Background: an optimization exercise with open tools, aiming at small area and a short achievable clock period. Do not read the settings as production practice.
The RTL was checked by simulation tests, not by an equivalence proof against the original design.
Power figures rest on the tool's default switching activity, not on a simulated workload.

==> design/flow/design.v <==
`timescale 1ns / 1ps
module vec_multi_core #(
    parameter int LEN = 32,
    parameter int DATA_WIDTH = 8
) (
    input logic clk,
    input logic rst_n,
    input logic i_data_valid,
    input logic i_load_weight,
    input logic [LEN*DATA_WIDTH-1:0] i_data,
    input logic [2*LEN-1:0] i_weight,
    output logic o_data_ready,
    output logic signed [31:0] o_result
);
  logic [LEN-1:0] wp, wn;
  logic wv;
  always_ff @(posedge clk) begin
    if (i_load_weight) begin
      for (int i = 0; i < LEN; i++) begin
        wp[i] <= i_weight[2*i+1] & ~i_weight[2*i];
        wn[i] <= ~i_weight[2*i+1] & ~i_weight[2*i];
      end
    end
  end
  always_ff @(posedge clk or negedge rst_n) begin
    if (!rst_n) wv <= 1'b0;
    else if (i_load_weight) wv <= 1'b1;
  end
  logic [LEN*DATA_WIDTH-1:0] zq;
  always_comb begin
    for (int i = 0; i < LEN; i++) begin
      for (int j = 0; j < DATA_WIDTH; j++) begin
        if (j == DATA_WIDTH - 1) zq[8*i+j] = i_data[8*i+j] ? wp[i] : wn[i];
        else zq[8*i+j] = ~(i_data[8*i+j] ? wp[i] : wn[i]);
      end
    end
  end
  logic [133:0] r1;
  logic [47:0] r2;
  logic [24:0] r3;
  logic s1;
  logic c2;
  logic s3;
  logic c4;
  logic s5;
  logic c6;
  logic s7;
  logic c8;
  logic s9;
  logic c10;
  logic s11;
  logic c12;
  logic s13;
  logic c14;
  logic s15;
  logic c16;
  logic s17;
  logic c18;
  logic s19;
  logic c20;
  logic i21;
  logic s22;
  logic c23;
  logic s24;
  logic c25;
  logic s26;
  logic c27;
  logic s28;
  logic c29;
  logic s30;
  logic c31;
  logic s32;
  logic c33;
  logic s34;
  logic c35;
  logic s36;
  logic c37;
  logic s38;
  logic c39;
  logic s40;
  logic c41;
  logic s42;
  logic c43;
  logic s44;
  logic c45;
  logic s46;
  logic c47;
  logic s48;
  logic c49;
  logic s50;
  logic c51;
  logic s52;
  logic c53;
  logic s54;
  logic c55;
  logic i56;
  logic s57;
  logic c58;
  logic s59;
  logic c60;
  logic s61;
  logic c62;
  logic s63;
  logic c64;
  logic s65;
  logic c66;
  logic s67;
  logic c68;
  logic s69;
  logic c70;
  logic s71;
  logic c72;
  logic s73;
  logic c74;
  logic s75;
  logic c76;
  logic s77;
  logic c78;
  logic i79;
  logic s80;
  logic c81;
  logic s82;
  logic c83;
  logic s84;
  logic c85;
  logic s86;
  logic c87;
  logic s88;
  logic c89;
  logic s90;
  logic c91;
  logic s92;
  logic c93;
  logic s94;
  logic c95;
  logic s96;
  logic c97;
  logic s98;
  logic c99;
  logic i100;
  logic s101;
  logic c102;
  logic s103;
  logic c104;
  logic s105;
  logic c106;
  logic s107;
  logic c108;
  logic s109;
  logic c110;
  logic s111;
  logic c112;
  logic s113;
  logic c114;
  logic s115;
  logic c116;
  logic s117;
  logic c118;
  logic s119;
  logic c120;
  logic s121;
  logic c122;
  logic s123;
  logic c124;
  logic s125;
  logic c126;
  logic s127;
  logic c128;
  logic s129;
  logic c130;
  logic s131;
  logic c132;
  logic s133;
  logic c134;
  logic s135;
  logic c136;
  logic s137;
  logic c138;
  logic s139;
  logic c140;
  logic s141;
  logic c142;
  logic s143;
  logic c144;
  logic s145;
  logic c146;
  logic s147;
  logic c148;
  logic s149;
  logic c150;
  logic s151;
  logic c152;
  logic s153;
  logic c154;
  logic s155;
  logic c156;
  logic s157;
  logic c158;
  logic s159;
  logic c160;
  logic s161;
  logic c162;
  logic s163;
  logic c164;
  logic s165;
  logic c166;
  logic s167;
  logic c168;
  logic s169;
  logic c170;
  logic s171;
  logic c172;
  logic s173;
  logic c174;
  logic s175;
  logic c176;
  logic s177;
  logic c178;
  logic s179;
  logic c180;
  logic s181;
  logic c182;
  logic s183;
  logic c184;
  logic s185;
  logic c186;
  logic s187;
  logic c188;
  logic s189;
  logic c190;
  logic s191;
  logic c192;
  logic s193;
  logic c194;
  logic s195;
  logic c196;
  logic s197;
  logic c198;
  logic s199;
  logic c200;
  logic s201;
  logic c202;
  logic s203;
  logic c204;
  logic s205;
  logic c206;
  logic s207;
  logic c208;
  logic s209;
  logic c210;
  logic s211;
  logic c212;
  logic s213;
  logic c214;
  logic s215;
  logic c216;
  logic s217;
  logic c218;
  logic s219;
  logic c220;
  logic s221;
  logic c222;
  logic s223;
  logic c224;
  logic s225;
  logic c226;
  logic s227;
  logic c228;
  logic s229;
  logic c230;
  logic s231;
  logic c232;
  logic s233;
  logic c234;
  logic s235;
  logic c236;
  logic s237;
  logic c238;
  logic s239;
  logic c240;
  logic s241;
  logic c242;
  logic s243;
  logic c244;
  logic s245;
  logic c246;
  logic s247;
  logic c248;
  logic s249;
  logic c250;
  logic s251;
  logic c252;
  logic s253;
  logic c254;
  logic s255;
  logic c256;
  logic s257;
  logic c258;
  logic s259;
  logic c260;
  logic s261;
  logic c262;
  logic s263;
  logic c264;
  logic s265;
  logic c266;
  logic s267;
  logic c268;
  logic s269;
  logic c270;
  logic s271;
  logic c272;
  logic s273;
  logic c274;
  logic s275;
  logic c276;
  logic s277;
  logic c278;
  logic s279;
  logic c280;
  logic s281;
  logic c282;
  logic s283;
  logic c284;
  logic s285;
  logic c286;
  logic s287;
  logic c288;
  logic s289;
  logic c290;
  logic s291;
  logic c292;
  logic s293;
  logic c294;
  logic s295;
  logic c296;
  logic s297;
  logic c298;
  logic s299;
  logic c300;
  logic s301;
  logic c302;
  logic s303;
  logic c304;
  logic s305;
  logic c306;
  logic s307;
  logic c308;
  logic s309;
  logic c310;
  logic s311;
  logic c312;
  logic s313;
  logic c314;
  logic s315;
  logic c316;
  logic i317;
  logic s318;
  logic c319;
  logic s320;
  logic c321;
  logic s322;
  logic c323;
  logic s324;
  logic c325;
  logic s326;
  logic c327;
  logic s328;
  logic c329;
  logic s330;
  logic c331;
  logic s332;
  logic c333;
  logic s334;
  logic c335;
  logic i336;
  logic s337;
  logic c338;
  logic s339;
  logic c340;
  logic s341;
  logic c342;
  logic s343;
  logic c344;
  logic s345;
  logic c346;
  logic s347;
  logic c348;
  logic s349;
  logic c350;
  logic i351;
  logic s352;
  logic c353;
  logic s354;
  logic c355;
  logic s356;
  logic c357;
  logic s358;
  logic c359;
  logic s360;
  logic c361;
  logic s362;
  logic c363;
  logic s364;
  logic c365;
  logic s366;
  logic c367;
  logic s368;
  logic c369;
  logic s370;
  logic c371;
  logic s372;
  logic c373;
  logic s374;
  logic c375;
  logic s376;
  logic c377;
  logic s378;
  logic c379;
  logic i380;
  logic s381;
  logic c382;
  logic s383;
  logic c384;
  logic s385;
  logic c386;
  logic s387;
  logic c388;
  logic s389;
  logic c390;
  logic s391;
  logic c392;
  logic s393;
  logic c394;
  logic s395;
  logic c396;
  logic s397;
  logic c398;
  logic s399;
  logic c400;
  logic s401;
  logic c402;
  logic s403;
  logic c404;
  logic s405;
  logic c406;
  logic s407;
  logic c408;
  logic s409;
  logic c410;
  logic s411;
  logic c412;
  logic s413;
  logic c414;
  logic s415;
  logic c416;
  logic s417;
  logic c418;
  logic s419;
  logic c420;
  logic s421;
  logic c422;
  logic s423;
  logic c424;
  logic s425;
  logic c426;
  logic s427;
  logic c428;
  logic s429;
  logic c430;
  logic s431;
  logic c432;
  logic s433;
  logic c434;
  logic s435;
  logic c436;
  logic s437;
  logic c438;
  logic s439;
  logic c440;
  logic s441;
  logic c442;
  logic s443;
  logic c444;
  logic s445;
  logic c446;
  logic s447;
  logic c448;
  logic s449;
  logic c450;
  logic s451;
  logic c452;
  logic s453;
  logic c454;
  logic s455;
  logic c456;
  logic s457;
  logic c458;
  logic s459;
  logic c460;
  logic s461;
  logic c462;
  logic s463;
  logic c464;
  logic s465;
  logic c466;
  logic s467;
  logic c468;
  logic s469;
  logic c470;
  logic s471;
  logic c472;
  logic s473;
  logic c474;
  logic s475;
  logic c476;
  logic s477;
  logic c478;
  logic s479;
  logic c480;
  logic s481;
  logic c482;
  logic s483;
  logic c484;
  logic s485;
  logic c486;
  logic s487;
  logic c488;
  logic i489;
  logic s490;
  logic c491;
  logic i492;
  logic s493;
  logic c494;
  logic s495;
  logic c496;
  logic s497;
  logic c498;
  logic s499;
  logic c500;
  logic s501;
  logic c502;
  logic s503;
  logic c504;
  logic s505;
  logic c506;
  logic s507;
  logic c508;
  logic s509;
  logic c510;
  logic s511;
  logic c512;
  logic s513;
  logic c514;
  logic s515;
  logic c516;
  logic s517;
  logic c518;
  logic i519;
  logic s520;
  logic c521;
  logic i522;
  logic s523;
  logic c524;
  logic s525;
  logic c526;
  logic s527;
  logic c528;
  logic s529;
  logic c530;
  logic s531;
  logic c532;
  logic s533;
  logic c534;
  logic s535;
  logic c536;
  logic s537;
  logic c538;
  logic i539;
  logic s540;
  logic c541;
  logic i542;
  logic s543;
  logic c544;
  logic i545;
  logic s546;
  logic c547;
  logic s548;
  logic c549;
  logic s550;
  logic c551;
  logic s552;
  logic c553;
  logic s554;
  logic c555;
  logic s556;
  logic c557;
  logic s558;
  logic c559;
  logic s560;
  logic c561;
  logic s562;
  logic c563;
  vmc_fa u_s1 (.a(wn[0]), .b(wn[1]), .c(wn[2]), .s(s1), .co(c2));
  vmc_fa u_s3 (.a(wn[3]), .b(wn[4]), .c(wn[5]), .s(s3), .co(c4));
  vmc_fa u_s5 (.a(wn[6]), .b(wn[7]), .c(wn[8]), .s(s5), .co(c6));
  vmc_fa u_s7 (.a(wn[9]), .b(wn[10]), .c(wn[11]), .s(s7), .co(c8));
  vmc_fa u_s9 (.a(wn[12]), .b(wn[13]), .c(wn[14]), .s(s9), .co(c10));
  vmc_fa u_s11 (.a(wn[15]), .b(wn[16]), .c(wn[17]), .s(s11), .co(c12));
  vmc_fa u_s13 (.a(wn[18]), .b(wn[19]), .c(wn[20]), .s(s13), .co(c14));
  vmc_fa u_s15 (.a(wn[21]), .b(wn[22]), .c(wn[23]), .s(s15), .co(c16));
  vmc_fa u_s17 (.a(wn[24]), .b(wn[25]), .c(wn[26]), .s(s17), .co(c18));
  vmc_fa u_s19 (.a(wn[27]), .b(wn[28]), .c(wn[29]), .s(s19), .co(c20));
  assign i21 = ~zq[0];
  vmc_fa u_s22 (.a(wn[30]), .b(wn[31]), .c(i21), .s(s22), .co(c23));
  vmc_fa u_s24 (.a(zq[8]), .b(zq[16]), .c(zq[24]), .s(s24), .co(c25));
  vmc_fa u_s26 (.a(zq[32]), .b(zq[40]), .c(zq[48]), .s(s26), .co(c27));
  vmc_fa u_s28 (.a(zq[56]), .b(zq[64]), .c(zq[72]), .s(s28), .co(c29));
  vmc_fa u_s30 (.a(zq[80]), .b(zq[88]), .c(zq[96]), .s(s30), .co(c31));
  vmc_fa u_s32 (.a(zq[104]), .b(zq[112]), .c(zq[120]), .s(s32), .co(c33));
  vmc_fa u_s34 (.a(zq[128]), .b(zq[136]), .c(zq[144]), .s(s34), .co(c35));
  vmc_fa u_s36 (.a(zq[152]), .b(zq[160]), .c(zq[168]), .s(s36), .co(c37));
  vmc_fa u_s38 (.a(zq[176]), .b(zq[184]), .c(zq[192]), .s(s38), .co(c39));
  vmc_fa u_s40 (.a(zq[200]), .b(zq[208]), .c(zq[216]), .s(s40), .co(c41));
  vmc_fa u_s42 (.a(zq[224]), .b(zq[232]), .c(zq[240]), .s(s42), .co(c43));
  vmc_fa u_s44 (.a(s1), .b(s3), .c(s5), .s(s44), .co(c45));
  vmc_fa u_s46 (.a(s7), .b(s9), .c(s11), .s(s46), .co(c47));
  vmc_fa u_s48 (.a(s13), .b(s15), .c(s17), .s(s48), .co(c49));
  vmc_fa u_s50 (.a(zq[248]), .b(s24), .c(s26), .s(s50), .co(c51));
  vmc_fa u_s52 (.a(s28), .b(s30), .c(s32), .s(s52), .co(c53));
  vmc_fa u_s54 (.a(s34), .b(s36), .c(s38), .s(s54), .co(c55));
  assign i56 = ~s19;
  vmc_fa u_s57 (.a(i56), .b(s40), .c(s42), .s(s57), .co(c58));
  vmc_fa u_s59 (.a(zq[1]), .b(zq[9]), .c(zq[17]), .s(s59), .co(c60));
  vmc_fa u_s61 (.a(zq[25]), .b(zq[33]), .c(zq[41]), .s(s61), .co(c62));
  vmc_fa u_s63 (.a(zq[49]), .b(zq[57]), .c(zq[65]), .s(s63), .co(c64));
  vmc_fa u_s65 (.a(zq[73]), .b(zq[81]), .c(zq[89]), .s(s65), .co(c66));
  vmc_fa u_s67 (.a(zq[97]), .b(zq[105]), .c(zq[113]), .s(s67), .co(c68));
  vmc_fa u_s69 (.a(zq[121]), .b(zq[129]), .c(zq[137]), .s(s69), .co(c70));
  vmc_fa u_s71 (.a(zq[145]), .b(zq[153]), .c(zq[161]), .s(s71), .co(c72));
  vmc_fa u_s73 (.a(zq[169]), .b(zq[177]), .c(zq[185]), .s(s73), .co(c74));
  vmc_fa u_s75 (.a(zq[193]), .b(zq[201]), .c(zq[209]), .s(s75), .co(c76));
  vmc_fa u_s77 (.a(zq[217]), .b(zq[225]), .c(zq[233]), .s(s77), .co(c78));
  assign i79 = ~c2;
  vmc_fa u_s80 (.a(zq[241]), .b(zq[249]), .c(i79), .s(s80), .co(c81));
  vmc_fa u_s82 (.a(c4), .b(c6), .c(c8), .s(s82), .co(c83));
  vmc_fa u_s84 (.a(c10), .b(c12), .c(c14), .s(s84), .co(c85));
  vmc_fa u_s86 (.a(c16), .b(c18), .c(c20), .s(s86), .co(c87));
  vmc_fa u_s88 (.a(c25), .b(c27), .c(c29), .s(s88), .co(c89));
  vmc_fa u_s90 (.a(c31), .b(c33), .c(c35), .s(s90), .co(c91));
  vmc_fa u_s92 (.a(c37), .b(c39), .c(c41), .s(s92), .co(c93));
  vmc_fa u_s94 (.a(c43), .b(s59), .c(s61), .s(s94), .co(c95));
  vmc_fa u_s96 (.a(s63), .b(s65), .c(s67), .s(s96), .co(c97));
  vmc_fa u_s98 (.a(s69), .b(s71), .c(s73), .s(s98), .co(c99));
  assign i100 = ~c23;
  vmc_fa u_s101 (.a(s75), .b(s77), .c(i100), .s(s101), .co(c102));
  vmc_fa u_s103 (.a(zq[2]), .b(zq[10]), .c(zq[18]), .s(s103), .co(c104));
  vmc_fa u_s105 (.a(zq[26]), .b(zq[34]), .c(zq[42]), .s(s105), .co(c106));
  vmc_fa u_s107 (.a(zq[50]), .b(zq[58]), .c(zq[66]), .s(s107), .co(c108));
  vmc_fa u_s109 (.a(zq[74]), .b(zq[82]), .c(zq[90]), .s(s109), .co(c110));
  vmc_fa u_s111 (.a(zq[98]), .b(zq[106]), .c(zq[114]), .s(s111), .co(c112));
  vmc_fa u_s113 (.a(zq[122]), .b(zq[130]), .c(zq[138]), .s(s113), .co(c114));
  vmc_fa u_s115 (.a(zq[146]), .b(zq[154]), .c(zq[162]), .s(s115), .co(c116));
  vmc_fa u_s117 (.a(zq[170]), .b(zq[178]), .c(zq[186]), .s(s117), .co(c118));
  vmc_fa u_s119 (.a(zq[194]), .b(zq[202]), .c(zq[210]), .s(s119), .co(c120));
  vmc_fa u_s121 (.a(zq[218]), .b(zq[226]), .c(zq[234]), .s(s121), .co(c122));
  vmc_fa u_s123 (.a(zq[242]), .b(zq[250]), .c(c60), .s(s123), .co(c124));
  vmc_fa u_s125 (.a(c62), .b(c64), .c(c66), .s(s125), .co(c126));
  vmc_fa u_s127 (.a(c68), .b(c70), .c(c72), .s(s127), .co(c128));
  vmc_fa u_s129 (.a(c74), .b(c76), .c(c78), .s(s129), .co(c130));
  vmc_fa u_s131 (.a(s103), .b(s105), .c(s107), .s(s131), .co(c132));
  vmc_fa u_s133 (.a(s109), .b(s111), .c(s113), .s(s133), .co(c134));
  vmc_fa u_s135 (.a(s115), .b(s117), .c(s119), .s(s135), .co(c136));
  vmc_fa u_s137 (.a(zq[3]), .b(zq[11]), .c(zq[19]), .s(s137), .co(c138));
  vmc_fa u_s139 (.a(zq[27]), .b(zq[35]), .c(zq[43]), .s(s139), .co(c140));
  vmc_fa u_s141 (.a(zq[51]), .b(zq[59]), .c(zq[67]), .s(s141), .co(c142));
  vmc_fa u_s143 (.a(zq[75]), .b(zq[83]), .c(zq[91]), .s(s143), .co(c144));
  vmc_fa u_s145 (.a(zq[99]), .b(zq[107]), .c(zq[115]), .s(s145), .co(c146));
  vmc_fa u_s147 (.a(zq[123]), .b(zq[131]), .c(zq[139]), .s(s147), .co(c148));
  vmc_fa u_s149 (.a(zq[147]), .b(zq[155]), .c(zq[163]), .s(s149), .co(c150));
  vmc_fa u_s151 (.a(zq[171]), .b(zq[179]), .c(zq[187]), .s(s151), .co(c152));
  vmc_fa u_s153 (.a(zq[195]), .b(zq[203]), .c(zq[211]), .s(s153), .co(c154));
  vmc_fa u_s155 (.a(zq[219]), .b(zq[227]), .c(zq[235]), .s(s155), .co(c156));
  vmc_fa u_s157 (.a(zq[243]), .b(zq[251]), .c(c104), .s(s157), .co(c158));
  vmc_fa u_s159 (.a(c106), .b(c108), .c(c110), .s(s159), .co(c160));
  vmc_fa u_s161 (.a(c112), .b(c114), .c(c116), .s(s161), .co(c162));
  vmc_fa u_s163 (.a(c118), .b(c120), .c(c122), .s(s163), .co(c164));
  vmc_fa u_s165 (.a(s137), .b(s139), .c(s141), .s(s165), .co(c166));
  vmc_fa u_s167 (.a(s143), .b(s145), .c(s147), .s(s167), .co(c168));
  vmc_fa u_s169 (.a(s149), .b(s151), .c(s153), .s(s169), .co(c170));
  vmc_fa u_s171 (.a(zq[4]), .b(zq[12]), .c(zq[20]), .s(s171), .co(c172));
  vmc_fa u_s173 (.a(zq[28]), .b(zq[36]), .c(zq[44]), .s(s173), .co(c174));
  vmc_fa u_s175 (.a(zq[52]), .b(zq[60]), .c(zq[68]), .s(s175), .co(c176));
  vmc_fa u_s177 (.a(zq[76]), .b(zq[84]), .c(zq[92]), .s(s177), .co(c178));
  vmc_fa u_s179 (.a(zq[100]), .b(zq[108]), .c(zq[116]), .s(s179), .co(c180));
  vmc_fa u_s181 (.a(zq[124]), .b(zq[132]), .c(zq[140]), .s(s181), .co(c182));
  vmc_fa u_s183 (.a(zq[148]), .b(zq[156]), .c(zq[164]), .s(s183), .co(c184));
  vmc_fa u_s185 (.a(zq[172]), .b(zq[180]), .c(zq[188]), .s(s185), .co(c186));
  vmc_fa u_s187 (.a(zq[196]), .b(zq[204]), .c(zq[212]), .s(s187), .co(c188));
  vmc_fa u_s189 (.a(zq[220]), .b(zq[228]), .c(zq[236]), .s(s189), .co(c190));
  vmc_fa u_s191 (.a(zq[244]), .b(zq[252]), .c(c138), .s(s191), .co(c192));
  vmc_fa u_s193 (.a(c140), .b(c142), .c(c144), .s(s193), .co(c194));
  vmc_fa u_s195 (.a(c146), .b(c148), .c(c150), .s(s195), .co(c196));
  vmc_fa u_s197 (.a(c152), .b(c154), .c(c156), .s(s197), .co(c198));
  vmc_fa u_s199 (.a(s171), .b(s173), .c(s175), .s(s199), .co(c200));
  vmc_fa u_s201 (.a(s177), .b(s179), .c(s181), .s(s201), .co(c202));
  vmc_fa u_s203 (.a(s183), .b(s185), .c(s187), .s(s203), .co(c204));
  vmc_fa u_s205 (.a(zq[5]), .b(zq[13]), .c(zq[21]), .s(s205), .co(c206));
  vmc_fa u_s207 (.a(zq[29]), .b(zq[37]), .c(zq[45]), .s(s207), .co(c208));
  vmc_fa u_s209 (.a(zq[53]), .b(zq[61]), .c(zq[69]), .s(s209), .co(c210));
  vmc_fa u_s211 (.a(zq[77]), .b(zq[85]), .c(zq[93]), .s(s211), .co(c212));
  vmc_fa u_s213 (.a(zq[101]), .b(zq[109]), .c(zq[117]), .s(s213), .co(c214));
  vmc_fa u_s215 (.a(zq[125]), .b(zq[133]), .c(zq[141]), .s(s215), .co(c216));
  vmc_fa u_s217 (.a(zq[149]), .b(zq[157]), .c(zq[165]), .s(s217), .co(c218));
  vmc_fa u_s219 (.a(zq[173]), .b(zq[181]), .c(zq[189]), .s(s219), .co(c220));
  vmc_fa u_s221 (.a(zq[197]), .b(zq[205]), .c(zq[213]), .s(s221), .co(c222));
  vmc_fa u_s223 (.a(zq[221]), .b(zq[229]), .c(zq[237]), .s(s223), .co(c224));
  vmc_fa u_s225 (.a(zq[245]), .b(zq[253]), .c(c172), .s(s225), .co(c226));
  vmc_fa u_s227 (.a(c174), .b(c176), .c(c178), .s(s227), .co(c228));
  vmc_fa u_s229 (.a(c180), .b(c182), .c(c184), .s(s229), .co(c230));
  vmc_fa u_s231 (.a(c186), .b(c188), .c(c190), .s(s231), .co(c232));
  vmc_fa u_s233 (.a(s205), .b(s207), .c(s209), .s(s233), .co(c234));
  vmc_fa u_s235 (.a(s211), .b(s213), .c(s215), .s(s235), .co(c236));
  vmc_fa u_s237 (.a(s217), .b(s219), .c(s221), .s(s237), .co(c238));
  vmc_fa u_s239 (.a(zq[6]), .b(zq[14]), .c(zq[22]), .s(s239), .co(c240));
  vmc_fa u_s241 (.a(zq[30]), .b(zq[38]), .c(zq[46]), .s(s241), .co(c242));
  vmc_fa u_s243 (.a(zq[54]), .b(zq[62]), .c(zq[70]), .s(s243), .co(c244));
  vmc_fa u_s245 (.a(zq[78]), .b(zq[86]), .c(zq[94]), .s(s245), .co(c246));
  vmc_fa u_s247 (.a(zq[102]), .b(zq[110]), .c(zq[118]), .s(s247), .co(c248));
  vmc_fa u_s249 (.a(zq[126]), .b(zq[134]), .c(zq[142]), .s(s249), .co(c250));
  vmc_fa u_s251 (.a(zq[150]), .b(zq[158]), .c(zq[166]), .s(s251), .co(c252));
  vmc_fa u_s253 (.a(zq[174]), .b(zq[182]), .c(zq[190]), .s(s253), .co(c254));
  vmc_fa u_s255 (.a(zq[198]), .b(zq[206]), .c(zq[214]), .s(s255), .co(c256));
  vmc_fa u_s257 (.a(zq[222]), .b(zq[230]), .c(zq[238]), .s(s257), .co(c258));
  vmc_fa u_s259 (.a(zq[246]), .b(zq[254]), .c(c206), .s(s259), .co(c260));
  vmc_fa u_s261 (.a(c208), .b(c210), .c(c212), .s(s261), .co(c262));
  vmc_fa u_s263 (.a(c214), .b(c216), .c(c218), .s(s263), .co(c264));
  vmc_fa u_s265 (.a(c220), .b(c222), .c(c224), .s(s265), .co(c266));
  vmc_fa u_s267 (.a(s239), .b(s241), .c(s243), .s(s267), .co(c268));
  vmc_fa u_s269 (.a(s245), .b(s247), .c(s249), .s(s269), .co(c270));
  vmc_fa u_s271 (.a(s251), .b(s253), .c(s255), .s(s271), .co(c272));
  vmc_fa u_s273 (.a(zq[7]), .b(zq[15]), .c(zq[23]), .s(s273), .co(c274));
  vmc_fa u_s275 (.a(zq[31]), .b(zq[39]), .c(zq[47]), .s(s275), .co(c276));
  vmc_fa u_s277 (.a(zq[55]), .b(zq[63]), .c(zq[71]), .s(s277), .co(c278));
  vmc_fa u_s279 (.a(zq[79]), .b(zq[87]), .c(zq[95]), .s(s279), .co(c280));
  vmc_fa u_s281 (.a(zq[103]), .b(zq[111]), .c(zq[119]), .s(s281), .co(c282));
  vmc_fa u_s283 (.a(zq[127]), .b(zq[135]), .c(zq[143]), .s(s283), .co(c284));
  vmc_fa u_s285 (.a(zq[151]), .b(zq[159]), .c(zq[167]), .s(s285), .co(c286));
  vmc_fa u_s287 (.a(zq[175]), .b(zq[183]), .c(zq[191]), .s(s287), .co(c288));
  vmc_fa u_s289 (.a(zq[199]), .b(zq[207]), .c(zq[215]), .s(s289), .co(c290));
  vmc_fa u_s291 (.a(zq[223]), .b(zq[231]), .c(zq[239]), .s(s291), .co(c292));
  vmc_fa u_s293 (.a(zq[247]), .b(zq[255]), .c(c240), .s(s293), .co(c294));
  vmc_fa u_s295 (.a(c242), .b(c244), .c(c246), .s(s295), .co(c296));
  vmc_fa u_s297 (.a(c248), .b(c250), .c(c252), .s(s297), .co(c298));
  vmc_fa u_s299 (.a(c254), .b(c256), .c(c258), .s(s299), .co(c300));
  vmc_fa u_s301 (.a(s273), .b(s275), .c(s277), .s(s301), .co(c302));
  vmc_fa u_s303 (.a(s279), .b(s281), .c(s283), .s(s303), .co(c304));
  vmc_fa u_s305 (.a(s285), .b(s287), .c(s289), .s(s305), .co(c306));
  vmc_fa u_s307 (.a(c274), .b(c276), .c(c278), .s(s307), .co(c308));
  vmc_fa u_s309 (.a(c280), .b(c282), .c(c284), .s(s309), .co(c310));
  vmc_fa u_s311 (.a(c286), .b(c288), .c(c290), .s(s311), .co(c312));
  vmc_fa u_s313 (.a(r1[0]), .b(r1[1]), .c(r1[2]), .s(s313), .co(c314));
  vmc_fa u_s315 (.a(r1[4]), .b(r1[5]), .c(r1[6]), .s(s315), .co(c316));
  assign i317 = ~r1[7];
  vmc_fa u_s318 (.a(r1[3]), .b(i317), .c(s313), .s(s318), .co(c319));
  vmc_fa u_s320 (.a(r1[8]), .b(r1[9]), .c(r1[10]), .s(s320), .co(c321));
  vmc_fa u_s322 (.a(r1[11]), .b(r1[12]), .c(r1[13]), .s(s322), .co(c323));
  vmc_fa u_s324 (.a(r1[14]), .b(r1[15]), .c(r1[16]), .s(s324), .co(c325));
  vmc_fa u_s326 (.a(r1[17]), .b(r1[18]), .c(r1[19]), .s(s326), .co(c327));
  vmc_fa u_s328 (.a(r1[20]), .b(r1[21]), .c(r1[22]), .s(s328), .co(c329));
  vmc_fa u_s330 (.a(r1[23]), .b(r1[24]), .c(r1[25]), .s(s330), .co(c331));
  vmc_fa u_s332 (.a(c314), .b(s320), .c(s322), .s(s332), .co(c333));
  vmc_fa u_s334 (.a(c316), .b(s324), .c(s326), .s(s334), .co(c335));
  assign i336 = ~c319;
  vmc_fa u_s337 (.a(s328), .b(s330), .c(i336), .s(s337), .co(c338));
  vmc_fa u_s339 (.a(r1[27]), .b(r1[28]), .c(r1[29]), .s(s339), .co(c340));
  vmc_fa u_s341 (.a(r1[26]), .b(r1[30]), .c(r1[31]), .s(s341), .co(c342));
  vmc_fa u_s343 (.a(r1[32]), .b(r1[33]), .c(r1[34]), .s(s343), .co(c344));
  vmc_fa u_s345 (.a(r1[35]), .b(r1[36]), .c(r1[37]), .s(s345), .co(c346));
  vmc_fa u_s347 (.a(r1[38]), .b(r1[39]), .c(r1[40]), .s(s347), .co(c348));
  vmc_fa u_s349 (.a(r1[41]), .b(r1[42]), .c(r1[43]), .s(s349), .co(c350));
  assign i351 = ~r1[44];
  vmc_fa u_s352 (.a(i351), .b(c321), .c(c323), .s(s352), .co(c353));
  vmc_fa u_s354 (.a(c325), .b(c327), .c(c329), .s(s354), .co(c355));
  vmc_fa u_s356 (.a(c331), .b(s341), .c(s343), .s(s356), .co(c357));
  vmc_fa u_s358 (.a(s345), .b(s347), .c(s349), .s(s358), .co(c359));
  vmc_fa u_s360 (.a(s339), .b(c333), .c(s352), .s(s360), .co(c361));
  vmc_fa u_s362 (.a(c335), .b(s354), .c(s356), .s(s362), .co(c363));
  vmc_fa u_s364 (.a(r1[45]), .b(r1[46]), .c(r1[47]), .s(s364), .co(c365));
  vmc_fa u_s366 (.a(r1[48]), .b(r1[49]), .c(r1[50]), .s(s366), .co(c367));
  vmc_fa u_s368 (.a(r1[51]), .b(r1[52]), .c(r1[53]), .s(s368), .co(c369));
  vmc_fa u_s370 (.a(r1[54]), .b(r1[55]), .c(r1[56]), .s(s370), .co(c371));
  vmc_fa u_s372 (.a(r1[57]), .b(r1[58]), .c(r1[59]), .s(s372), .co(c373));
  vmc_fa u_s374 (.a(c342), .b(c344), .c(c346), .s(s374), .co(c375));
  vmc_fa u_s376 (.a(c348), .b(c350), .c(s364), .s(s376), .co(c377));
  vmc_fa u_s378 (.a(s366), .b(s368), .c(s370), .s(s378), .co(c379));
  assign i380 = ~s372;
  vmc_fa u_s381 (.a(c340), .b(i380), .c(c353), .s(s381), .co(c382));
  vmc_fa u_s383 (.a(c355), .b(c357), .c(c359), .s(s383), .co(c384));
  vmc_fa u_s385 (.a(s374), .b(s376), .c(s378), .s(s385), .co(c386));
  vmc_fa u_s387 (.a(r1[60]), .b(r1[61]), .c(r1[62]), .s(s387), .co(c388));
  vmc_fa u_s389 (.a(r1[63]), .b(r1[64]), .c(r1[65]), .s(s389), .co(c390));
  vmc_fa u_s391 (.a(r1[66]), .b(r1[67]), .c(r1[68]), .s(s391), .co(c392));
  vmc_fa u_s393 (.a(r1[69]), .b(r1[70]), .c(r1[71]), .s(s393), .co(c394));
  vmc_fa u_s395 (.a(r1[72]), .b(r1[73]), .c(r1[74]), .s(s395), .co(c396));
  vmc_fa u_s397 (.a(c365), .b(c367), .c(c369), .s(s397), .co(c398));
  vmc_fa u_s399 (.a(c371), .b(c373), .c(s387), .s(s399), .co(c400));
  vmc_fa u_s401 (.a(s389), .b(s391), .c(s393), .s(s401), .co(c402));
  vmc_fa u_s403 (.a(s395), .b(c375), .c(c377), .s(s403), .co(c404));
  vmc_fa u_s405 (.a(c379), .b(s397), .c(s399), .s(s405), .co(c406));
  vmc_fa u_s407 (.a(r1[75]), .b(r1[76]), .c(r1[77]), .s(s407), .co(c408));
  vmc_fa u_s409 (.a(r1[78]), .b(r1[79]), .c(r1[80]), .s(s409), .co(c410));
  vmc_fa u_s411 (.a(r1[81]), .b(r1[82]), .c(r1[83]), .s(s411), .co(c412));
  vmc_fa u_s413 (.a(r1[84]), .b(r1[85]), .c(r1[86]), .s(s413), .co(c414));
  vmc_fa u_s415 (.a(r1[87]), .b(r1[88]), .c(r1[89]), .s(s415), .co(c416));
  vmc_fa u_s417 (.a(c388), .b(c390), .c(c392), .s(s417), .co(c418));
  vmc_fa u_s419 (.a(c394), .b(c396), .c(s407), .s(s419), .co(c420));
  vmc_fa u_s421 (.a(s409), .b(s411), .c(s413), .s(s421), .co(c422));
  vmc_fa u_s423 (.a(s415), .b(c398), .c(c400), .s(s423), .co(c424));
  vmc_fa u_s425 (.a(c402), .b(s417), .c(s419), .s(s425), .co(c426));
  vmc_fa u_s427 (.a(r1[90]), .b(r1[91]), .c(r1[92]), .s(s427), .co(c428));
  vmc_fa u_s429 (.a(r1[93]), .b(r1[94]), .c(r1[95]), .s(s429), .co(c430));
  vmc_fa u_s431 (.a(r1[96]), .b(r1[97]), .c(r1[98]), .s(s431), .co(c432));
  vmc_fa u_s433 (.a(r1[99]), .b(r1[100]), .c(r1[101]), .s(s433), .co(c434));
  vmc_fa u_s435 (.a(r1[102]), .b(r1[103]), .c(r1[104]), .s(s435), .co(c436));
  vmc_fa u_s437 (.a(c408), .b(c410), .c(c412), .s(s437), .co(c438));
  vmc_fa u_s439 (.a(c414), .b(c416), .c(s427), .s(s439), .co(c440));
  vmc_fa u_s441 (.a(s429), .b(s431), .c(s433), .s(s441), .co(c442));
  vmc_fa u_s443 (.a(s435), .b(c418), .c(c420), .s(s443), .co(c444));
  vmc_fa u_s445 (.a(c422), .b(s437), .c(s439), .s(s445), .co(c446));
  vmc_fa u_s447 (.a(r1[105]), .b(r1[106]), .c(r1[107]), .s(s447), .co(c448));
  vmc_fa u_s449 (.a(r1[108]), .b(r1[109]), .c(r1[110]), .s(s449), .co(c450));
  vmc_fa u_s451 (.a(r1[111]), .b(r1[112]), .c(r1[113]), .s(s451), .co(c452));
  vmc_fa u_s453 (.a(r1[114]), .b(r1[115]), .c(r1[116]), .s(s453), .co(c454));
  vmc_fa u_s455 (.a(r1[117]), .b(r1[118]), .c(r1[119]), .s(s455), .co(c456));
  vmc_fa u_s457 (.a(c428), .b(c430), .c(c432), .s(s457), .co(c458));
  vmc_fa u_s459 (.a(c434), .b(c436), .c(s447), .s(s459), .co(c460));
  vmc_fa u_s461 (.a(s449), .b(s451), .c(s453), .s(s461), .co(c462));
  vmc_fa u_s463 (.a(s455), .b(c438), .c(c440), .s(s463), .co(c464));
  vmc_fa u_s465 (.a(c442), .b(s457), .c(s459), .s(s465), .co(c466));
  vmc_fa u_s467 (.a(r1[120]), .b(r1[121]), .c(r1[122]), .s(s467), .co(c468));
  vmc_fa u_s469 (.a(r1[123]), .b(r1[124]), .c(r1[125]), .s(s469), .co(c470));
  vmc_fa u_s471 (.a(r1[126]), .b(r1[127]), .c(r1[128]), .s(s471), .co(c472));
  vmc_fa u_s473 (.a(r1[129]), .b(r1[130]), .c(c448), .s(s473), .co(c474));
  vmc_fa u_s475 (.a(c450), .b(c452), .c(c454), .s(s475), .co(c476));
  vmc_fa u_s477 (.a(c456), .b(s467), .c(s469), .s(s477), .co(c478));
  vmc_fa u_s479 (.a(s471), .b(c458), .c(c460), .s(s479), .co(c480));
  vmc_fa u_s481 (.a(c462), .b(s473), .c(s475), .s(s481), .co(c482));
  vmc_fa u_s483 (.a(r1[131]), .b(r1[132]), .c(r1[133]), .s(s483), .co(c484));
  vmc_fa u_s485 (.a(c468), .b(c470), .c(c472), .s(s485), .co(c486));
  vmc_fa u_s487 (.a(s483), .b(c474), .c(c476), .s(s487), .co(c488));
  assign i489 = ~r2[9];
  vmc_fa u_s490 (.a(i489), .b(r2[10]), .c(1'b1), .s(s490), .co(c491));
  assign i492 = ~r2[15];
  vmc_fa u_s493 (.a(r2[14]), .b(i492), .c(r2[16]), .s(s493), .co(c494));
  vmc_fa u_s495 (.a(r2[17]), .b(r2[18]), .c(1'b1), .s(s495), .co(c496));
  vmc_fa u_s497 (.a(r2[20]), .b(r2[21]), .c(r2[22]), .s(s497), .co(c498));
  vmc_fa u_s499 (.a(r2[23]), .b(r2[24]), .c(1'b1), .s(s499), .co(c500));
  vmc_fa u_s501 (.a(r2[25]), .b(r2[26]), .c(r2[27]), .s(s501), .co(c502));
  vmc_fa u_s503 (.a(r2[28]), .b(r2[29]), .c(1'b1), .s(s503), .co(c504));
  vmc_fa u_s505 (.a(r2[30]), .b(r2[31]), .c(r2[32]), .s(s505), .co(c506));
  vmc_fa u_s507 (.a(r2[33]), .b(r2[34]), .c(1'b1), .s(s507), .co(c508));
  vmc_fa u_s509 (.a(r2[35]), .b(r2[36]), .c(r2[37]), .s(s509), .co(c510));
  vmc_fa u_s511 (.a(r2[38]), .b(r2[39]), .c(1'b1), .s(s511), .co(c512));
  vmc_fa u_s513 (.a(r2[40]), .b(r2[41]), .c(r2[42]), .s(s513), .co(c514));
  vmc_fa u_s515 (.a(r2[43]), .b(r2[44]), .c(1'b1), .s(s515), .co(c516));
  vmc_fa u_s517 (.a(r2[45]), .b(r2[46]), .c(1'b1), .s(s517), .co(c518));
  assign i519 = ~r2[5];
  vmc_ha u_s520 (.a(i519), .b(r2[6]), .s(s520), .co(c521));
  assign i522 = ~r2[11];
  vmc_fa u_s523 (.a(i522), .b(r2[12]), .c(r2[13]), .s(s523), .co(c524));
  vmc_fa u_s525 (.a(r2[19]), .b(s495), .c(c491), .s(s525), .co(c526));
  vmc_fa u_s527 (.a(s499), .b(c496), .c(s497), .s(s527), .co(c528));
  vmc_fa u_s529 (.a(s503), .b(c500), .c(s501), .s(s529), .co(c530));
  vmc_fa u_s531 (.a(s507), .b(c504), .c(s505), .s(s531), .co(c532));
  vmc_fa u_s533 (.a(s511), .b(c508), .c(s509), .s(s533), .co(c534));
  vmc_fa u_s535 (.a(s515), .b(c512), .c(s513), .s(s535), .co(c536));
  vmc_fa u_s537 (.a(r2[47]), .b(s517), .c(c516), .s(s537), .co(c538));
  assign i539 = ~r2[2];
  vmc_fa u_s540 (.a(i539), .b(r2[3]), .c(1'b1), .s(s540), .co(c541));
  assign i542 = ~s520;
  vmc_fa u_s543 (.a(r2[7]), .b(r2[8]), .c(i542), .s(s543), .co(c544));
  assign i545 = ~c521;
  vmc_fa u_s546 (.a(s490), .b(i545), .c(s523), .s(s546), .co(c547));
  vmc_fa u_s548 (.a(s493), .b(c524), .c(s525), .s(s548), .co(c549));
  vmc_fa u_s550 (.a(c494), .b(c526), .c(s527), .s(s550), .co(c551));
  vmc_fa u_s552 (.a(c498), .b(s529), .c(c528), .s(s552), .co(c553));
  vmc_fa u_s554 (.a(c502), .b(s531), .c(c530), .s(s554), .co(c555));
  vmc_fa u_s556 (.a(c506), .b(s533), .c(c532), .s(s556), .co(c557));
  vmc_fa u_s558 (.a(c510), .b(s535), .c(c534), .s(s558), .co(c559));
  vmc_fa u_s560 (.a(c514), .b(s537), .c(c536), .s(s560), .co(c561));
  vmc_fa u_s562 (.a(c518), .b(c538), .c(1'b1), .s(s562), .co(c563));
  logic [4:1] vld;
  logic [4:1] wvp;
  always_ff @(posedge clk or negedge rst_n) begin
    if (!rst_n) vld <= '0;
    else vld <= {vld[3:1], i_data_valid};
  end
  always_ff @(posedge clk) begin
    wvp <= {wvp[3:1], wv};
  end
  always_ff @(posedge clk) begin
      r1[0] <= s22;
      r1[1] <= s44;
      r1[2] <= s46;
      r1[3] <= s48;
      r1[4] <= s50;
      r1[5] <= s52;
      r1[6] <= s54;
      r1[7] <= s57;
      r1[8] <= c45;
      r1[9] <= c47;
      r1[10] <= c49;
      r1[11] <= s82;
      r1[12] <= s84;
      r1[13] <= s86;
      r1[14] <= s80;
      r1[15] <= c51;
      r1[16] <= c53;
      r1[17] <= c55;
      r1[18] <= c58;
      r1[19] <= s88;
      r1[20] <= s90;
      r1[21] <= s92;
      r1[22] <= s94;
      r1[23] <= s96;
      r1[24] <= s98;
      r1[25] <= s101;
      r1[26] <= s121;
      r1[27] <= c83;
      r1[28] <= c85;
      r1[29] <= c87;
      r1[30] <= c81;
      r1[31] <= c89;
      r1[32] <= c91;
      r1[33] <= c93;
      r1[34] <= c95;
      r1[35] <= c97;
      r1[36] <= c99;
      r1[37] <= s123;
      r1[38] <= s125;
      r1[39] <= s127;
      r1[40] <= s129;
      r1[41] <= s131;
      r1[42] <= s133;
      r1[43] <= s135;
      r1[44] <= c102;
      r1[45] <= s155;
      r1[46] <= c124;
      r1[47] <= c126;
      r1[48] <= c128;
      r1[49] <= c130;
      r1[50] <= c132;
      r1[51] <= c134;
      r1[52] <= c136;
      r1[53] <= s157;
      r1[54] <= s159;
      r1[55] <= s161;
      r1[56] <= s163;
      r1[57] <= s165;
      r1[58] <= s167;
      r1[59] <= s169;
      r1[60] <= s189;
      r1[61] <= c158;
      r1[62] <= c160;
      r1[63] <= c162;
      r1[64] <= c164;
      r1[65] <= c166;
      r1[66] <= c168;
      r1[67] <= c170;
      r1[68] <= s191;
      r1[69] <= s193;
      r1[70] <= s195;
      r1[71] <= s197;
      r1[72] <= s199;
      r1[73] <= s201;
      r1[74] <= s203;
      r1[75] <= s223;
      r1[76] <= c192;
      r1[77] <= c194;
      r1[78] <= c196;
      r1[79] <= c198;
      r1[80] <= c200;
      r1[81] <= c202;
      r1[82] <= c204;
      r1[83] <= s225;
      r1[84] <= s227;
      r1[85] <= s229;
      r1[86] <= s231;
      r1[87] <= s233;
      r1[88] <= s235;
      r1[89] <= s237;
      r1[90] <= s257;
      r1[91] <= c226;
      r1[92] <= c228;
      r1[93] <= c230;
      r1[94] <= c232;
      r1[95] <= c234;
      r1[96] <= c236;
      r1[97] <= c238;
      r1[98] <= s259;
      r1[99] <= s261;
      r1[100] <= s263;
      r1[101] <= s265;
      r1[102] <= s267;
      r1[103] <= s269;
      r1[104] <= s271;
      r1[105] <= s291;
      r1[106] <= c260;
      r1[107] <= c262;
      r1[108] <= c264;
      r1[109] <= c266;
      r1[110] <= c268;
      r1[111] <= c270;
      r1[112] <= c272;
      r1[113] <= s293;
      r1[114] <= s295;
      r1[115] <= s297;
      r1[116] <= s299;
      r1[117] <= s301;
      r1[118] <= s303;
      r1[119] <= s305;
      r1[120] <= c292;
      r1[121] <= c294;
      r1[122] <= c296;
      r1[123] <= c298;
      r1[124] <= c300;
      r1[125] <= c302;
      r1[126] <= c304;
      r1[127] <= c306;
      r1[128] <= s307;
      r1[129] <= s309;
      r1[130] <= s311;
      r1[131] <= c308;
      r1[132] <= c310;
      r1[133] <= c312;
  end
  always_ff @(posedge clk) begin
      r2[0] <= s315;
      r2[1] <= s318;
      r2[2] <= s332;
      r2[3] <= s334;
      r2[4] <= s337;
      r2[5] <= s358;
      r2[6] <= s360;
      r2[7] <= s362;
      r2[8] <= c338;
      r2[9] <= c361;
      r2[10] <= c363;
      r2[11] <= s381;
      r2[12] <= s383;
      r2[13] <= s385;
      r2[14] <= s401;
      r2[15] <= c382;
      r2[16] <= c384;
      r2[17] <= c386;
      r2[18] <= s403;
      r2[19] <= s405;
      r2[20] <= s421;
      r2[21] <= c404;
      r2[22] <= c406;
      r2[23] <= s423;
      r2[24] <= s425;
      r2[25] <= s441;
      r2[26] <= c424;
      r2[27] <= c426;
      r2[28] <= s443;
      r2[29] <= s445;
      r2[30] <= s461;
      r2[31] <= c444;
      r2[32] <= c446;
      r2[33] <= s463;
      r2[34] <= s465;
      r2[35] <= s477;
      r2[36] <= c464;
      r2[37] <= c466;
      r2[38] <= s479;
      r2[39] <= s481;
      r2[40] <= c478;
      r2[41] <= s485;
      r2[42] <= c480;
      r2[43] <= c482;
      r2[44] <= s487;
      r2[45] <= c484;
      r2[46] <= c486;
      r2[47] <= c488;
  end
  always_ff @(posedge clk) begin
      r3[0] <= r2[0];
      r3[1] <= r2[1];
      r3[2] <= r2[4];
      r3[3] <= s540;
      r3[4] <= s543;
      r3[5] <= c541;
      r3[6] <= s546;
      r3[7] <= c544;
      r3[8] <= s548;
      r3[9] <= c547;
      r3[10] <= s550;
      r3[11] <= c549;
      r3[12] <= s552;
      r3[13] <= c551;
      r3[14] <= s554;
      r3[15] <= c553;
      r3[16] <= s556;
      r3[17] <= c555;
      r3[18] <= s558;
      r3[19] <= c557;
      r3[20] <= s560;
      r3[21] <= c559;
      r3[22] <= s562;
      r3[23] <= c561;
      r3[24] <= c563;
  end
  logic [13:0] fa, fb, sum, res;
  assign fa = {1'b1, 1'b1, ~r3[22], ~r3[20], ~r3[18], ~r3[16], ~r3[14], ~r3[12], ~r3[10], ~r3[8], ~r3[6], ~r3[4], ~r3[2], ~r3[0]};
  assign fb = {1'b0, ~r3[24], ~r3[23], ~r3[21], ~r3[19], ~r3[17], ~r3[15], ~r3[13], ~r3[11], ~r3[9], ~r3[7], ~r3[5], ~r3[3], r3[1]};
  assign sum = fa + fb;
  always_ff @(posedge clk) res <= wvp[3] ? sum : '0;
  assign o_result = {{18{res[13]}}, res};
  assign o_data_ready = vld[4];
endmodule
module vmc_fa (
    input  logic a,
    input  logic b,
    input  logic c,
    output logic s,
    output logic co
);
  assign s  = a ^ b ^ c;
  assign co = (a & b) | (a & c) | (b & c);
endmodule
module vmc_ha (
    input  logic a,
    input  logic b,
    output logic s,
    output logic co
);
  assign s  = a ^ b;
  assign co = a & b;
endmodule
==> design/flow/flow/run.sh <==
#!/bin/bash
# Standard layout (the standard.sh, unchanged synthesis) with two changes:
#  - the port buffers are buf_1 cells rather than the clkdlybuf4s50 delay cells
#    that buffer_ports picks by default (every port still gets its own buffer);
#  - clock tree synthesis runs without dummy loads, with the buffers listed below.
export BUFFER_PORTS_ARGS="-buffer_cell sky130_fd_sc_hd__buf_1"
export CTS_ARGS="-sink_clustering_enable -repair_clock_nets -dont_use_dummy_load -buf_list sky130_fd_sc_hd__clkbuf_16 -sink_clustering_size 30 -sink_clustering_max_diameter 100"
bash standard.sh > standard.log 2>&1
==> design/flow/standard.sh <==
#!/bin/bash
# synth_recipe.tcl (not shown) runs the flow's synth.tcl, then flattens the netlist and writes it again
# the make line also repeats each setting of config.mk as NAME=value (left out here)
make -C /OpenROAD-flow-scripts/flow DESIGN_CONFIG=/design/flow/config.mk WORK_HOME=/design/flow/orfs CLKGATE_MAP_FILE= SYNTH_SCRIPT=/design/flow/synth_recipe.tcl "${@:-finish}"
==> design/flow/config.mk <==
export PLATFORM = sky130hd
export DESIGN_NAME = vec_multi_core
export DESIGN_NICKNAME = vec_multi_core
export VERILOG_FILES = /design/flow/design.v
export SDC_FILE = /design/flow/constraint.sdc
export NUM_CORES = 4
export LEC_CHECK = 0
export ABC_AREA = 1
export CAP_MARGIN = 20
export CORE_MARGIN = 2
export CORE_UTILIZATION = 40
export SETUP_SLACK_MARGIN = 0.9
export SLEW_MARGIN = 20
export SYNTH_HIERARCHICAL = 1
==> design/flow/constraint.sdc <==
create_clock -name core_clock -period 3.0 [get_ports {clk}]
set_input_delay 0.6000 -clock core_clock [delete_from_list [all_inputs] [get_ports {clk}]]
set_output_delay 0.6000 -clock core_clock [all_outputs]
set_load 0.01 [all_outputs]
==> flow_summary.ini, run 1 <==
[outcome]
status = finished clean

[route]
drt-pass1-iter-count = 7
drc = 0
drt-initial-drc-count = 578
wl_per_cell_um = 19.1
wl_um = 44400
vias_per_cell = 4.67
num_vias = 10900
antenna_left = 0

[clock_network]
cts.sinks = 293
path_clk_slew_ps = 80
htreeDepth = 1
insertion_delay_ps = 520
numCtsBuffers = 16
clockBufferDepth = 3
cts_tree = done
clock-root-buffer = clkbuf_16

[timing]
hold_ws_ps = 209
tightestPinTransition_ps = 643
hold_violations = 0
timing.final.crit_period_ps = 2060
finClkSkew_ps = 52.5
rsz0062_at_grt = true
setup_violations = 0
timing.slew.headroom = 0.571
fmax_mhz = 484
slew_viol_final = 0
fin_setup_tns_ps = 0
fin_crit_sh = 0.688

[floorplan]
start_util = 0.408
coreArea_um2 = 38800
die_h_um = 203
die_area_um2 = 41200
fp.dieW_um = 203
pin_count = 357
rows = 72

[logic_synthesis]
synthesis.area_um2 = 15800
syn_area_per_cell_um2 = 11.1
syn_inst = 1431
ys_seq_area_frac = 0.413
yosysTopAreaCellShare = 0.347
async_reset_ff_frac = 0.0171
synthTopCellsByCount = nand2_1 (287), fa_1 (274), o21ai_0 (228)
yosys_register_bits = 293
synth_top_flop_cell = dfxtp_1
synth_edf_count = 64
yosys.area.top_type = fa_1
yosysWarnings = 7
synth.area.top_cells = fa_1 (35%), dfxtp_1 (28%), edfxtp_1 (12%)
yosysMostFrequentCell = nand2_1
ys_types = 20

[pwr]
swShare = 0.401
switchingPower_mw = 7.02
power.share.clock = 0.125
seqPwrFrac = 0.385
internal-power_mw = 10.5
fin_total_pwr_mw = 17.5
pwr-share-comb = 0.490
cellPowerDensity_nw_per_um2 = 962
p_leak_nw = 7.46
vdd_drop_max_mv = 0.468

[global_route]
grt_pass1_wl_um = 65800
grt_pass1_vias = 11600
antenna_found_initial = 2
grt_max_degree = 42
grtUsageTotal = 0.219
grt-ovfl-total = 0

[placed_design]
gp_congestion = 0.878
numPortBuffers = 356
place_hpwl_um = 38300

[final_layout]
multi_input_area_um2 = 8670
drive_gt1_frac = 0.0189
seqCellArea_um2 = 6530
final_core_util = 0.469
final_nets = 2415
nFillCells = 3659
syn2layout_area_growth_pct = 14.9

[setup_path]
cp_top_family = adder cells
path_cells = o21ai_0 > fa_1 > fa_1
cpMostUsedCell = fa_1
worst-path-buf-inv = 0
start_kind = register
cp.arrival_ps = 2430
critPathMaxStageDelay_ps = 710
crit_slowest_cell = fa_1
criticalPathCategory = reg2reg
critPathRequiredTime_ps = 3370
crit_path_max_fanout = 9
end_kind = register

[job]
max_cap_viol_count = 0

[min_path]
hold_class = in2reg
[per-layer routing]
layer / global-route usage / vias to the layer above / wire (µm)
met5: 0 / - / 0
met4: 0.0620 / 0 / 1290
met1: 0.269 / 5225 / 17900
li1: - / 5246 / -
met2: 0.401 / 320 / 23300
met3: 0.0279 / 64 / 1920
[registers in the layout, indices dropped and copies added (netlist names)]
| name | cells |
|---|---|
| r2 | 48 |
| r3 | 25 |
| wp | 32 |
| wv | 1 |
| res | 14 |
| vld | 4 |
| wvp | 3 |
| r1 | 134 |
| wn | 32 |
[worst paths after layout]
| kind | end | depth (start not counted) | start | slack (ps) |
|---|---|---|---|---|
| max reg2reg | r1[6] | 3 | wn[19] | 940 |
| min reg2reg | r3[2] | 0 | r2[4] | 340 |
| max in group asynchronous | wv | 2 | rst_n | 2280 |
| min in group asynchronous | vld[4] | 2 | rst_n | 490 |
| min | vld[1] | 1 | i_data_valid | 210 |
| max | r1[6] | 3 | wn[19] | 940 |
[per-module statistics from Yosys, one instance, submodules excluded]
| module | flip-flops and latches | area [µm²] | times used |
|---|---|---|---|
| vec_multi_core | 293 | 10400 | 1 |
| vmc_fa | 0 | 20.0 | 273 |
| vmc_ha | 0 | 12.5 | 1 |
[through the flow]
step	cells	setup slack, ps	instance area [µm²]
2_1_floorplan	1440	1110	15900
3_3_place_gp	2297	574	17700
3_5_place_dp	2297	565	17700
4_1_cts	2315	905	18200
5_1_grt	2322	865	18200
6_report	2322	935	18200
[power groups by stage]
stage	clock [mW]	combinational, mW	sequential [mW]
floorplan	0	5.66	6.45
global placement	0	8.43	6.88
detailed placement	0	8.70	6.90
CTS	2.26	8.71	6.80
global route	2.39	9.95	6.89
finish	2.19	8.58	6.74
[layout by cell type (no fill, tap or decap), types with 2 or more instances in the layout]
master | netlist | final
o21ai_1 | 0 | 16
clkbuf_16 | 0 | 16
nand2_2 | 2 | 2
ha_1 | 13 | 13
edfxtp_1 | 64 | 64
diode_2 | 0 | 2
buf_1 | 0 | 355
dfxtp_1 | 224 | 223
conb_1 | 1 | 10
o21ai_0 | 228 | 212
dfrtp_1 | 5 | 5
nor2_1 | 113 | 113
nand3_1 | 9 | 9
nor2_2 | 3 | 3
buf_4 | 19 | 7
fa_1 | 274 | 274
nand4_1 | 4 | 4
inv_1 | 139 | 138
nand2_1 | 287 | 287
a21oi_1 | 42 | 42
[final cells by class]
class | instances | area share
inverters | 139 | 0.0287
repair buffers | 365 | 0.0780
multi-input cells | 989 | 0.476
clock buffers | 16 | 0.0220
well taps | 518 | 0.0356
flip-flops and latches | 293 | 0.359
diodes | 2 | 0.000275
[timing repair]
item / in CTS / in global routing
endpoints found under the setup margin: 4 / 19
hold buffers: 1 / 0
endpoints found under the hold margin: 5 / 0
setup buffers: 1 / 5
gates resized for setup: 3 / 15
[cell families (layout without fill, tap and decap cells)]
| logic type | after synthesis | count (layout) | share of synthesized area |
|---|---|---|---|
| DFF | 293 | 293 | 0.413 |
| AOI/OAI and AO/OA | 271 | 271 | 0.0859 |
| buffers and inverters | 158 | 520 | 0.0420 |
| other | 1 | 12 | 0.000237 |
| and+or+nand+nor | 420 | 420 | 0.102 |
| adders and majority gates | 287 | 287 | 0.357 |
| xor gates and xnor gates | 1 | 1 | 0.000553 |
==> run 2, diff against run 1 <==
--- a/design/flow/config.mk
+++ b/design/flow/config.mk
@@ -5,7 +5,6 @@
 export SDC_FILE = /design/flow/constraint.sdc
 export NUM_CORES = 4
 export LEC_CHECK = 0
-export ABC_AREA = 1
 export CAP_MARGIN = 20
 export CORE_MARGIN = 2
 export CORE_UTILIZATION = 40
==> run 2 against run 1 <==
  * Critical endpoint is now r1[25]
  * Fmax up 0.63%
  * Clock skew is 1.0 ps lower
  * Critical path type unchanged
  * Largest power group unchanged
  * Register-to-register slack barely moved
  * First-iteration DRC count is 42% lower
  * Sequential share of layout area barely moved
  * Combinational power shrank 2.7%
==> flow_summary.ini, run 2 <==
[outcome]
status = finished clean

[setup_path]
criticalPathCategory = reg2reg
critPathLaunch = wn[0]
cpMostUsedCell = fa_1
critPathMaxStageDelay_ps = 500
end_kind = register
cp.arrival_ps = 2450
crit_slowest_cell = edfxtp_1
crit_path_max_fanout = 6
r2r_start = wn[0]
start_kind = register
critPathRequiredTime_ps = 3400
path_cells = buf_2 > mux2_2 > fa_1 > inv_1 > fa_1

[placed_design]
gp_congestion = 0.844
place_hpwl_um = 36300
numPortBuffers = 356
pre_cts_slack_ps = 729
place_inst = 1894

[floorplan]
coreArea_um2 = 38800
die_h_um = 203
pin_count = 357
start_util = 0.408
rows = 72
die_area_um2 = 41200
fp.dieW_um = 203

[logic_synthesis]
synth_edf_count = 64
yosys_register_bits = 293
yosysWarnings = 7
synthTopCellsByCount = fa_1 (274), mux2i_1 (227), dfxtp_1 (224)
synth_top_flop_cell = dfxtp_1
synth.area.top_cells = fa_1 (35%), dfxtp_1 (28%), mux2i_1 (14%)
yosysMostFrequentCell = fa_1
async_reset_ff_frac = 0.0171
yosysTopAreaCellShare = 0.346
syn_inst = 1028
ys_types = 39
yosys.area.top_type = fa_1
synthesis.area_um2 = 15800
syn_area_per_cell_um2 = 15.4
ys_seq_area_frac = 0.412

[final_layout]
drive_gt1_frac = 0.0506
syn2layout_area_growth_pct = 14.9
final_nets = 2016
final_common_cell = buf_1
largest_reg_flops = 134
finalNonFillerCells = 1922
nFillCells = 3534
reg_top3 = r1 x134, r2 x48
final_cell_mix = buf_1 (355), fa_1 (273), mux2i_1 (227)
regMostFlops = r1

[pwr]
fin_total_pwr_mw = 17.5
p_leak_nw = 7.36
swShare = 0.390
switchingPower_mw = 6.80
cellPowerDensity_nw_per_um2 = 959
internal-power_mw = 10.6
vdd_drop_max_mv = 0.399
seqPwrFrac = 0.399
pwr-share-comb = 0.478
power.share.clock = 0.123

[global_route]
grt_pass1_vias = 10300
antenna_found_initial = 1
grt_max_degree = 31
grtUsageTotal = 0.209
grt_pass1_wl_um = 62100
grt-ovfl-total = 0

[clock_network]
cts.sinks = 293
path_clk_slew_ps = 120
numCtsBuffers = 15
htreeDepth = 1
clockBufferDepth = 3
cts_tree = done
insertion_delay_ps = 510
clock-root-buffer = clkbuf_16

[route]
drt-initial-drc-count = 336
vias_per_cell = 4.72
drt-pass1-iter-count = 4
wl_per_cell_um = 22.1
wl_um = 42400
antenna_left = 0
num_vias = 9064
drc = 0

[timing]
timing.final.crit_period_ps = 2050
hold_ws_ps = 205
fin_setup_tns_ps = 0
setup_ws_ps = 948
rsz0062_at_grt = true
fin_crit_sh = 0.684
finClkSkew_ps = 51.4
slew_viol_final = 0
fmax_mhz = 487
hold_violations = 0
setup_violations = 0
timing.slew.headroom = 0.585
tightestPinTransition_ps = 623

[min_path]
hold_class = in2reg
hp-start = i_data_valid

[job]
max_cap_viol_count = 0
run 2: per-layer routing:
layer	GRT usage	part of all wire	up-vias
met4	0.0581	0.028	0
met5	0	0	-
li1	-	-	4160
met1	0.269	0.42	4602
met3	0.0287	0.042	52
met2	0.369	0.51	250
run 2: logic make-up (layout without fill, tap and decap cells):
| logic type | count (synthesis) | in the layout | share of synthesized area |
|---|---|---|---|
| multiplexers | 260 | 260 | 0.167 |
| XOR/XNOR | 3 | 3 | 0.00166 |
| adder cells (fa/ha/maj) | 287 | 287 | 0.357 |
| other | 1 | 11 | 0.000237 |
| AND/OR/NAND/NOR | 97 | 97 | 0.0316 |
| flip-flops | 293 | 293 | 0.412 |
| AO/OA/AOI/OAI | 27 | 27 | 0.0119 |
| buffers and inverters | 60 | 426 | 0.0185 |
run 2: worst max-delay path: cells and delay by family (launching register included):
| kind | cells | cell delay (ps) |
|---|---|---|
| buf+inv | 2 | 380 |
| flops | 1 | 500 |
| fa+ha+maj | 2 | 790 |
| mux | 1 | 280 |
run 2: what timing repair did:
action,in CTS,in global routing
hold buffers,1,0
endpoints found under the setup margin,0,6
setup buffers,0,11
resized for setup,0,1
hold endpoints to repair,5,0
run 2: final timing paths:
kind / slack (ps) / end / depth (start not counted)
max in group asynchronous: 2310 / wv / 2
min in group asynchronous: 480 / vld[4] / 2
worst max register to register: 950 / r1[25] / 5
worst min register to register: 340 / wvp[2] / 0
worst max-delay path: 950 / r1[25] / 5
worst min-delay path: 200 / vld[1] / 1
run 2: modules after synthesis (local to each module, per instance):
module,cells inside,copies in the design
vec_multi_core,754,1
vmc_ha,1,1
vmc_fa,1,273
run 2: layout make-up:
class                   count  area, µm²  share of cell area
diodes                      1       2.50            0.000137
flip-flops and latches    293       6530               0.359
repair buffers            370       1440              0.0793
well taps                 518        648              0.0356
multi-input cells         684       9050               0.497
inverters                  41        154             0.00846
clock buffers              15        375              0.0206
run 2: metrics by stage:
stage / util / area, µm²
after floorplan: - / 15900
after global placement: 0.457 / 17700
after detailed placement: 0.457 / 17700
after CTS: 0.467 / 18100
after global routing: 0.469 / 18200
final: 0.469 / 18200
run 2: power by group through the flow:
stage               Sequential, mW  Combinational (mW)  Clock (mW)
finish                        6.96                8.35        2.15
global route                  7.11                9.68        2.37
CTS                           7.02                8.44        2.21
detailed placement            7.12                8.43           0
global placement              7.11                8.21           0
floorplan                     6.57                5.67           0
==> run 3, diff against run 2 <==
==> design/flow/flow/run.sh (replaced) <==
#!/bin/bash
# Standard layout (the standard.sh, unchanged synthesis) with two changes:
#  - the port buffers are buf_1 cells rather than the clkdlybuf4s50 delay cells
#    that buffer_ports picks by default (every port still gets its own buffer);
#  - clock tree synthesis runs without dummy loads, with the buffers listed below.
export BUFFER_PORTS_ARGS="-buffer_cell sky130_fd_sc_hd__buf_1"
export CTS_ARGS="-sink_clustering_enable -repair_clock_nets -dont_use_dummy_load -buf_list sky130_fd_sc_hd__clkbuf_8 -sink_clustering_size 16 -sink_clustering_max_diameter 80"
bash standard.sh > standard.log 2>&1
==> run 3 against run 2 <==
  * Clock power decreased by 12%
  * Fmax is 0.45% lower
  * Total power is 1.7% lower
  * Cell area decreased by 0.50%
  * Via count down 0.29%
  * First-iteration DRC count decreased by 8.0%
  * Clock skew down 25 ps
  * Area after synthesis unchanged
  * Combinational power is essentially flat
  * Hold slack lost 57 ps
  * Final cell count up 0.16%
  * Flip-flop and latch count is the same
  * Critical path type unchanged
  * Critical endpoint is now r1[118]
==> flow_summary.ini, run 3 <==
[outcome]
status = finished clean

[pwr]
cellPowerDensity_nw_per_um2 = 948
vdd_drop_max_mv = 0.597
p_leak_nw = 7.31

[placed_design]
numPortBuffers = 356
place_inst = 1894
place_hpwl_um = 36300
dpl_cell_area_um2 = 17700
gp_congestion = 0.844

[timing]
finClkSkew_ps = 26.1
tightestPinTransition_ps = 626
hold_violations = 0
timing.final.crit_period_ps = 2060
fmax_mhz = 485
rsz0062_at_grt = true
fin_setup_tns_ps = 0
fin_crit_sh = 0.687
setup_violations = 0
slew_viol_final = 0
timing.slew.headroom = 0.583

[route]
wl_um = 42300
drt-initial-drc-count = 309
wl_per_cell_um = 22.0
drc = 0
vias_per_cell = 4.70
drt-pass1-iter-count = 4
antenna_left = 0
num_vias = 9038

[logic_synthesis]
ys_seq_area_frac = 0.412
synthesis.area_um2 = 15800
yosysWarnings = 7
syn_area_per_cell_um2 = 15.4
yosysTopAreaCellShare = 0.346
ys_types = 39
synth.area.top_cells = fa_1 (35%), dfxtp_1 (28%), mux2i_1 (14%)
synthTopCellsByCount = fa_1 (274), mux2i_1 (227), dfxtp_1 (224)
synth_edf_count = 64
synth_top_flop_cell = dfxtp_1
syn_inst = 1028
yosysMostFrequentCell = fa_1
yosys.area.top_type = fa_1
yosys_register_bits = 293
async_reset_ff_frac = 0.0171

[final_layout]
stdcell_area_um2 = 18100
largest_reg_flops = 134
final_nets = 2019
finalNonFillerCells = 1925
syn2layout_area_growth_pct = 14.4
nFillCells = 3541
regMostFlops = r1
drive_gt1_frac = 0.0548
reg_top3 = r1 x134, r2 x48
final_common_cell = buf_1
final_cell_mix = buf_1 (355), fa_1 (273), mux2i_1 (225)

[global_route]
use_met2 = 0.372
grt-ovfl-total = 0
use_met3 = 0.0286
met1_usage = 0.267
grt_pass1_vias = 10300
top_usage_layer = met2
grt_max_degree = 28
grtUsageTotal = 0.209
grt_pass1_wl_um = 62300
antenna_found_initial = 1

[clock_network]
cts.sinks = 293
cts_tree = done
numCtsBuffers = 22
insertion_delay_ps = 570
clock-root-buffer = clkbuf_8
clockBufferDepth = 3
path_clk_slew_ps = 100
htreeDepth = 1

[setup_path]
cp.arrival_ps = 2490
critPathRequiredTime_ps = 3430
criticalPathCategory = reg2reg
critPathLaunch = wn[9]
end_kind = register
crit_path_max_fanout = 9
r2r_start = wn[9]
start_kind = register

[floorplan]
pin_count = 357
start_util = 0.408
die_h_um = 203
die_area_um2 = 41200
rows = 72
coreArea_um2 = 38800
fp.dieW_um = 203

[min_path]
hp-start = i_data_valid
hold_class = in2reg

[job]
max_cap_viol_count = 0
==> run 3: layer usage <==
| metal | share of wire | vias to the layer above |
|---|---|---|
| li1 | - | 4167 |
| met1 | 0.42 | 4571 |
| met2 | 0.52 | 245 |
| met3 | 0.041 | 55 |
| met4 | 0.027 | 0 |
| met5 | 0 | - |
==> run 3: kinds of logic after synthesis <==
family          count (synthesis)  share of synthesized area
compound gates                 27                     0.0119
mux                           260                      0.167
xor+xnor                        3                    0.00166
simple gates                   97                     0.0316
flops                         293                      0.412
fa+ha+maj                     287                      0.357
buf+inv                        60                     0.0185
other cells                     1                   0.000237
==> run 3: Yosys stat by module (local to each module, per instance) <==
| module | cells | times used | flip-flops and latches |
|---|---|---|---|
| vec_multi_core | 754 | 1 | 293 |
| vmc_fa | 1 | 273 | 0 |
| vmc_ha | 1 | 1 | 0 |
==> run 3: what timing repair did <==
action,CTS,global route
setup endpoints to repair,0,22
resized for setup,0,4
hold buffers,1,0
setup buffers,0,7
endpoints found under the hold margin,5,0
==> run 3: critical path, cell delays in order, from the launching register on <==
cell and delay, ps:
edfxtp_1 570, mux2_2 350, fa_1 540, fa_1 490
==> run 3: metrics by stage <==
step,power (mW),worst slack [ps],utilization,hold WS (ps)
6_report,17.2,939,0.466,148
4_1_cts,17.4,919,0.465,111
3_3_place_gp,15.3,722,0.457,314
2_1_floorplan,12.2,982,-,304
5_1_grt,18.9,898,0.466,110
3_5_place_dp,15.6,729,0.457,314
==> run 3: final timing paths <==
path                                 to  slack, ps  cells after the start
worst max-delay path            r1[118]        940                      3
worst min-delay path             vld[1]        150                      1
worst max register to register  r1[118]        940                      3
worst min register to register    r3[1]        340                      0
max in group asynchronous            wv       2370                      2
min in group asynchronous        vld[4]        420                      2
==> run 3: report_power, final <==
part | internal (mW) | leakage (nW) | switching [mW]
registers | 5.78 | 2.56 | 1.18
logic | 3.96 | 4.59 | 4.36
clock network | 0.660 | 0.158 | 1.23
total | 10.4 | 7.31 | 6.77
==> run 3: area by class of cell <==
type / count / area (µm²) / area share
Multi-Input combinational cell: 684 / 9050 / 0.500
Clock buffer: 22 / 303 / 0.0167
Sequential cell: 293 / 6530 / 0.361
Tap cell: 518 / 648 / 0.0358
Timing Repair Buffer: 366 / 1420 / 0.0781
Antenna cell: 1 / 2.50 / 0.000138
Inverter: 41 / 154 / 0.00850

-- re-timing with driven ports --
Ports are ideal in the flow. The routed layouts listed here were re-timed in OpenROAD.
Step 1: set_driving_cell puts a clkbuf_16 on clk and a buf_2 on each other input, an assumption about the parent block.
Step 2, shift: input delay + t, output delay - t, t = (earliest + latest rising clock arrival at the registers) / 2. This alone moves slack from input paths to output paths.
Slacks: ideal / step 1 / step 2; pairs: ideal / step 1.
run | t, ns | slack for setup (ns) | hold WS [ns]
run 1 | 0.551 | 0.935 / 0.935 / 0.766 | 0.209 / 0.192 / 0.336
run 2 | 0.541 | 0.948 / 0.948 / 0.756 | 0.205 / 0.170 / 0.335
run 3 | 0.601 | 0.939 / 0.939 / 0.746 | 0.148 / 0.118 / 0.337
After both steps every run listed still meets setup and hold. The setup slack of run 3, which loses most, moves by 0.000 ns with the drivers and by -0.193 ns with both steps.
